Background: an optimization exercise with open tools, aiming at small area and a short achievable clock period. Do not read the settings as production practice. In this exercise RTL edits were held to simulation tests only and were not proved equivalent to the original. No activity file was given, so power comes from the tool's default toggle rates. No driver is modelled on the clock port, so clocking that relies on it looks cheaper here than on a real chip.

try-indigo:
// finall
module finall (
    input wire load_memory,
    input wire [31:0] instr_mem_input,
    input wire [31:0] data_mem_input,
    input wire [7:0] mem_addr_select_instr,
    input wire [7:0] mem_addr_select_data,
    input wire clk,
    input wire reset,
    input wire rst,
    output wire [7:0] pc_out,
    output wire rf_we,
    output wire [4:0] rf_waddr,
    output wire [31:0] rf_wdata,
    output wire dm_we,
    output wire [7:0] dm_addr,
    output wire [31:0] dm_wdata
);
==> flow/config.mk <==
export PLATFORM = sky130hd
export DESIGN_NAME = finall
export DESIGN_NICKNAME = finall
export VERILOG_FILES = /design/flow/design.v
export SDC_FILE = /design/flow/constraint.sdc
export NUM_CORES = 8
export LEC_CHECK = 0
export CAP_MARGIN = 20
export CORE_MARGIN = 2
export CORE_UTILIZATION = 65
export SETUP_SLACK_MARGIN = 2.0
export SLEW_MARGIN = 20
==> flow/constraint.sdc <==
create_clock -name core_clock -period 32.0 [get_ports {clk}]
set_input_delay 6.4000 -clock core_clock [delete_from_list [all_inputs] [get_ports {clk}]]
set_output_delay 6.4000 -clock core_clock [all_outputs]
set_load 0.01 [all_outputs]
standard.sh (not shown) runs the stock make flow with config.mk's settings and CLKGATE_MAP_FILE= SYNTH_SCRIPT=/design/flow/synth_recipe.tcl, a recipe that flattens the netlist after the stock synthesis.
==> flow/flow/run.sh <==
#!/bin/bash
# Layout flow: the ORFS flow with
#  - the standard flow's synthesis script, except that abc maps with flow/abc_area.script
#    (area-oriented; flip-flops are mapped before abc, so they are the standard ones),
#  - timing repair aiming at a larger setup slack than the standard margin,
#  - port buffers of a fixed cell (sky130_fd_sc_hd__buf_2),
#  - the pins of load_memory and dm_we (joined by a gate) placed side by side,
#  - clock-tree sinks clustered more widely, without dummy loads.
# Each step's full log is in orfs/logs/; this script's own output in flow_*.log.
set -euo pipefail
W=$(pwd)
export MY_ABC_SCRIPT="$W/flow/abc_area.script"
KNOBS=(
  "SETUP_SLACK_MARGIN=19"
  "BUFFER_PORTS_ARGS=-buffer_cell sky130_fd_sc_hd__buf_2"
  "PLACE_PINS_ARGS=-group_pins {load_memory dm_we}"
  "CTS_ARGS=-sink_clustering_enable -repair_clock_nets -dont_use_dummy_load -sink_clustering_size 25 -sink_clustering_max_diameter 80"
)
make -C "$FLOW_HOME" DESIGN_CONFIG="$W/config.mk" WORK_HOME="$W/orfs" CLKGATE_MAP_FILE= \
  SYNTH_SCRIPT="$W/flow/synth.tcl" "${KNOBS[@]}" synth > "$W/flow_synth.log" 2>&1
make -C "$FLOW_HOME" DESIGN_CONFIG="$W/config.mk" WORK_HOME="$W/orfs" CLKGATE_MAP_FILE= \
  SYNTH_SCRIPT="$W/flow/synth.tcl" "${KNOBS[@]}" finish > "$W/flow_layout.log" 2>&1
R="$W/orfs/results/$FLOW_PLATFORM/finall/base"
: # left out here: write the final layout as DEF
==> flow/flow/abc_area.script <==
&get -n
&st
&syn2
&dch
&nf -R 1000 -p
&put
topo
stime -c
==> flow/flow/synth.tcl <==
# The standard flow's synthesis script (synth_recipe.tcl) with one change: Yosys's abc
# call uses flow/abc_area.script, an area-oriented mapping, in place of
# ORFS's abc_speed.script. Registers are mapped before abc and are the same.
proc synth {args} { yosys synth -nofsm -noshare {*}$args }
proc abc {args} {
  set i [lsearch -exact $args -script]
  if {$i >= 0} { set args [lreplace $args [expr {$i + 1}] [expr {$i + 1}] $::env(MY_ABC_SCRIPT)] }
  yosys abc {*}$args
}
source $::env(SCRIPTS_DIR)/synth.tcl
# left out here: clear keep_hierarchy, flatten, clean up, hide names made inside functions, write 1_2_yosys.v
The final layout from try-indigo, which completed every stage, passed the timing, design-rule and antenna checks at the end of the flow.
What try-delta does differently from try-indigo at the input level:
# try-indigo
export LEC_CHECK = 0
export CAP_MARGIN = 20
export CORE_MARGIN = 2
export CORE_UTILIZATION = 65
export SETUP_SLACK_MARGIN = 2.0
export SLEW_MARGIN = 20
create_clock -name core_clock -period 32.0 [get_ports {clk}]
# try-delta
export LEC_CHECK = 0
export CAP_MARGIN = 20
export CORE_MARGIN = 2
export CORE_UTILIZATION = 55
export SETUP_SLACK_MARGIN = 2.0
export SLEW_MARGIN = 20
create_clock -name core_clock -period 32.0 [get_ports {clk}]
==> flow/flow/run.sh <==
#!/bin/bash
# Layout flow: the standard ORFS flow (standard synthesis unchanged), with
#  - timing repair aiming at a larger setup slack than the standard margin,
#  - port buffers of a fixed cell (sky130_fd_sc_hd__buf_4),
#  - the pins of load_memory and dm_we (joined by a gate) placed side by side,
#  - clock-tree sinks clustered more widely, without dummy loads.
# Each step's full log is in orfs/logs/; this script's own output in flow_*.log.
set -euo pipefail
W=$(pwd)
KNOBS=(
  "SETUP_SLACK_MARGIN=19"
  "BUFFER_PORTS_ARGS=-buffer_cell sky130_fd_sc_hd__buf_4"
  "PLACE_PINS_ARGS=-group_pins {load_memory dm_we}"
  "CTS_ARGS=-sink_clustering_enable -repair_clock_nets -dont_use_dummy_load -sink_clustering_size 25 -sink_clustering_max_diameter 80"
)
bash standard.sh synth > "$W/flow_synth.log" 2>&1
make -C "$FLOW_HOME" DESIGN_CONFIG="$W/config.mk" WORK_HOME="$W/orfs" CLKGATE_MAP_FILE= \
  SYNTH_SCRIPT="$W/synth_recipe.tcl" "${KNOBS[@]}" finish > "$W/flow_layout.log" 2>&1
R="$W/orfs/results/$FLOW_PLATFORM/finall/base"
: # left out here: write the final layout as DEF
removed: flow/flow/abc_area.script
removed: flow/flow/synth.tcl
### Flow results
try-delta finished every stage and its layout cleared the timing, design-rule and antenna checks. Xor-xnor portion of the synthesized cell area across try-delta and try-indigo: no real change. Of try-delta and try-indigo, try-delta shows the lower area growth from synthesis to layout, with try-indigo above it. Higher total power goes to try-delta over try-indigo. Combinational share of power in try-delta vs try-indigo: up 13 points. Compared to try-indigo, try-delta was floorplanned on a bigger die.
### try-delta -> try-tundra
# try-delta
export LEC_CHECK = 0
export CAP_MARGIN = 20
export CORE_MARGIN = 2
export CORE_UTILIZATION = 55
export SETUP_SLACK_MARGIN = 2.0
export SLEW_MARGIN = 20
create_clock -name core_clock -period 32.0 [get_ports {clk}]
# try-tundra
export LEC_CHECK = 0
export CAP_MARGIN = 20
export CORE_MARGIN = 2
export CORE_UTILIZATION = 65
export SETUP_SLACK_MARGIN = 2.0
export SLEW_MARGIN = 20
create_clock -name core_clock -period 32.0 [get_ports {clk}]
diff --git a/flow/flow/run.sh b/flow/flow/run.sh
--- a/flow/flow/run.sh
+++ b/flow/flow/run.sh
@@ -1,3 +1,5 @@
 #!/bin/bash
-# Layout flow: the standard ORFS flow (standard synthesis unchanged), with
+# Layout flow: the ORFS flow with
+#  - the standard flow's synthesis script, except that abc maps with flow/abc_area.script
+#    (area-oriented; flip-flops are mapped before abc, so they are the standard ones),
 #  - timing repair aiming at a larger setup slack than the standard margin,
@@ -9,2 +11,3 @@
 W=$(pwd)
+export MY_ABC_SCRIPT="$W/flow/abc_area.script"
 KNOBS=(
@@ -15,5 +18,6 @@
 )
-bash standard.sh synth > "$W/flow_synth.log" 2>&1
 make -C "$FLOW_HOME" DESIGN_CONFIG="$W/config.mk" WORK_HOME="$W/orfs" CLKGATE_MAP_FILE= \
-  SYNTH_SCRIPT="$W/synth_recipe.tcl" "${KNOBS[@]}" finish > "$W/flow_layout.log" 2>&1
+  SYNTH_SCRIPT="$W/flow/synth.tcl" "${KNOBS[@]}" synth > "$W/flow_synth.log" 2>&1
+make -C "$FLOW_HOME" DESIGN_CONFIG="$W/config.mk" WORK_HOME="$W/orfs" CLKGATE_MAP_FILE= \
+  SYNTH_SCRIPT="$W/flow/synth.tcl" "${KNOBS[@]}" finish > "$W/flow_layout.log" 2>&1
 R="$W/orfs/results/$FLOW_PLATFORM/finall/base"
==> flow/flow/abc_area.script (new file) <==
&get -n
&st
&syn2
&dch
&nf -R 1000 -p
&put
topo
stime -c
==> flow/flow/synth.tcl (new file) <==
# The standard flow's synthesis script (synth_recipe.tcl) with one change: Yosys's abc
# call uses flow/abc_area.script, an area-oriented mapping, in place of
# ORFS's abc_speed.script. Registers are mapped before abc and are the same.
proc synth {args} { yosys synth -nofsm -noshare {*}$args }
proc abc {args} {
  set i [lsearch -exact $args -script]
  if {$i >= 0} { set args [lreplace $args [expr {$i + 1}] [expr {$i + 1}] $::env(MY_ABC_SCRIPT)] }
  yosys abc {*}$args
}
source $::env(SCRIPTS_DIR)/synth.tcl
# left out here: clear keep_hierarchy, flatten, clean up, hide names made inside functions, write 1_2_yosys.v
==> summary.txt <==
The path depth of the worst reg2reg path in try-tundra was higher than what try-delta gave.
Diff try-tundra..try-delta | worst hold slack | negligible
In try-tundra relative to try-delta, first-pass GRT wire length had gone down by more than 10%.
Going from try-delta to try-tundra, first-iteration DRC count shrinks by 5389.
Edits applied to the flow inputs when going from try-tundra to try-umber:
# try-tundra
export LEC_CHECK = 0
export CAP_MARGIN = 20
export CORE_MARGIN = 2
export CORE_UTILIZATION = 65
export SETUP_SLACK_MARGIN = 2.0
export SLEW_MARGIN = 20
create_clock -name core_clock -period 32.0 [get_ports {clk}]
# try-umber
export LEC_CHECK = 0
export CAP_MARGIN = 20
export CORE_MARGIN = 2
export CORE_UTILIZATION = 72
export SETUP_SLACK_MARGIN = 2.0
export SLEW_MARGIN = 20
create_clock -name core_clock -period 32.0 [get_ports {clk}]
[summary]
- Having completed the whole flow, try-umber delivered a layout that passed the timing, design-rule and antenna checks.
- Sort try-umber and try-tundra by count of plain and timing-repair buffers in the layout, descending, and try-umber comes first.
- Sequential share of power: lower on try-tundra
- Comparing try-umber and try-tundra, the lower count of inserted tapcells is on try-umber.
- Final area, try-umber and try-tundra: larger value in try-tundra
- Number of clock buffers in the layout in try-umber is 2 lower than in try-tundra
For try-quartz, these inputs were changed with respect to try-umber:
# try-umber
export LEC_CHECK = 0
export CAP_MARGIN = 20
export CORE_MARGIN = 2
export CORE_UTILIZATION = 72
export SETUP_SLACK_MARGIN = 2.0
export SLEW_MARGIN = 20
create_clock -name core_clock -period 32.0 [get_ports {clk}]
# try-quartz
export LEC_CHECK = 0
export CAP_MARGIN = 20
export CORE_MARGIN = 2
export CORE_UTILIZATION = 55
export SETUP_SLACK_MARGIN = 2.0
export SLEW_MARGIN = 20
create_clock -name core_clock -period 32.0 [get_ports {clk}]
diff --git a/flow/flow/run.sh b/flow/flow/run.sh
--- a/flow/flow/run.sh
+++ b/flow/flow/run.sh
@@ -13,6 +13,6 @@
 KNOBS=(
-  "SETUP_SLACK_MARGIN=19"
+  "SETUP_SLACK_MARGIN=19.3"
   "BUFFER_PORTS_ARGS=-buffer_cell sky130_fd_sc_hd__buf_4"
   "PLACE_PINS_ARGS=-group_pins {load_memory dm_we}"
-  "CTS_ARGS=-sink_clustering_enable -repair_clock_nets -dont_use_dummy_load -sink_clustering_size 25 -sink_clustering_max_diameter 80"
+  "CTS_ARGS=-sink_clustering_enable -repair_clock_nets -dont_use_dummy_load -sink_clustering_size 28 -sink_clustering_max_diameter 90"
 )
Notes after the runs:
- Compare try-umber and try-quartz | hold slack higher: try-quartz
- Relative to try-umber, logic gate share of total power increased by 0.5 points in try-quartz.
- Relative to try-umber, the final cell area reported for try-quartz is higher.
- Cmp try-quartz vs try-umber: detailed route wirelength on metal2 higher in try-quartz
- try-quartz vs try-umber, sequential share of cell area went down by 0.68 points.
- Worst-case setup margin in the final layout: try-quartz < try-umber
- Diff try-umber and try-quartz: number of ordinary inverters in the final layout lower in try-umber
- Total power of try-quartz is higher than that of try-umber.
- The area of combinational cells with multiple inputs number comes out lower for try-umber vs try-quartz.
Here is what was changed in the inputs of try-cedar compared with try-quartz.
==> flow/flow/run.sh <==
#!/bin/bash
# Layout flow: the standard ORFS flow (standard synthesis unchanged), with
#  - timing repair aiming at a larger setup slack than the standard margin,
#  - port buffers of a fixed cell (sky130_fd_sc_hd__buf_4),
#  - clock-tree sinks clustered more widely, without dummy loads.
# Each step's full log is in orfs/logs/; this script's own output in flow_*.log.
set -euo pipefail
W=$(pwd)
KNOBS=(
  "SETUP_SLACK_MARGIN=18.5"
  "BUFFER_PORTS_ARGS=-buffer_cell sky130_fd_sc_hd__buf_4"
  "CTS_ARGS=-sink_clustering_enable -repair_clock_nets -dont_use_dummy_load -sink_clustering_size 30 -sink_clustering_max_diameter 100"
)
bash standard.sh synth > "$W/flow_synth.log" 2>&1
make -C "$FLOW_HOME" DESIGN_CONFIG="$W/config.mk" WORK_HOME="$W/orfs" CLKGATE_MAP_FILE= \
  SYNTH_SCRIPT="$W/synth_recipe.tcl" "${KNOBS[@]}" finish > "$W/flow_layout.log" 2>&1
R="$W/orfs/results/$FLOW_PLATFORM/finall/base"
: # left out here: write the final layout as DEF
removed: flow/flow/abc_area.script
removed: flow/flow/synth.tcl
==> summary.txt <==
- [try-cedar vs try-quartz] worst setup slack after placement: higher in try-cedar
- try-cedar ended with every stage complete and zero timing, DRC or antenna violations.
- Utilization came out lower on try-cedar than on try-quartz.
- try-cedar vs. try-quartz: placed standard-cell area climbed 0.0058 sq mm, area inside the core boundary climbed 4.1%.
- Diff try-quartz and try-cedar: number of diodes lower in try-quartz
- Summary of try-cedar over try-quartz: part of the total power dissipated in the clock network -3.8 points, areal power density over the cells +17%, largest fanout on the critical path grew by 36.
- Across both runs, distinct cell type count of the synthesized netlist was higher for try-cedar than for try-quartz.

[what the ideal ports hide]
The results above use ideal ports. As a check the final layouts listed here were re-extracted and re-timed, cells and wires unchanged. Step 1, drivers: a clkbuf_16 drives clk and a buf_2 each remaining input, both assumed. Step 2 also shifts input and output timing later by t, the mid clock arrival at the registers, as if the neighbouring blocks saw the same clock. Slacks: ideal ports / drivers / drivers and shift; pairs: ideal ports / drivers.
| run | t, ns | setup slack, ns | hold WS [ns] | worst register clock-pin slew, ns |
|---|---|---|---|---|
| try-indigo | 1.044 | 18.845 / 18.768 / 17.725 | 0.453 / 0.453 / 0.453 | 0.11 / 0.11 |
| try-delta | 1.058 | 18.921 / 18.497 / 17.827 | 0.453 / 0.453 / 0.453 | 0.11 / 0.11 |
| try-tundra | 0.999 | 18.920 / 18.821 / 18.073 | 0.452 / 0.452 / 0.452 | 0.11 / 0.11 |
| try-umber | 1.042 | 18.901 / 18.829 / 17.945 | 0.451 / 0.451 / 0.451 | 0.10 / 0.10 |
| try-quartz | 1.016 | 18.606 / 18.404 / 18.017 | 0.456 / 0.456 / 0.456 | 0.12 / 0.12 |
| try-cedar | 1.037 | 18.391 / 18.276 / 17.775 | 0.455 / 0.455 / 0.455 | 0.12 / 0.12 |
After both steps setup and hold are still met in every run listed. For try-indigo, which loses most, drivers alone change the setup slack by -0.077 ns; drivers and shift together by -1.120 ns.
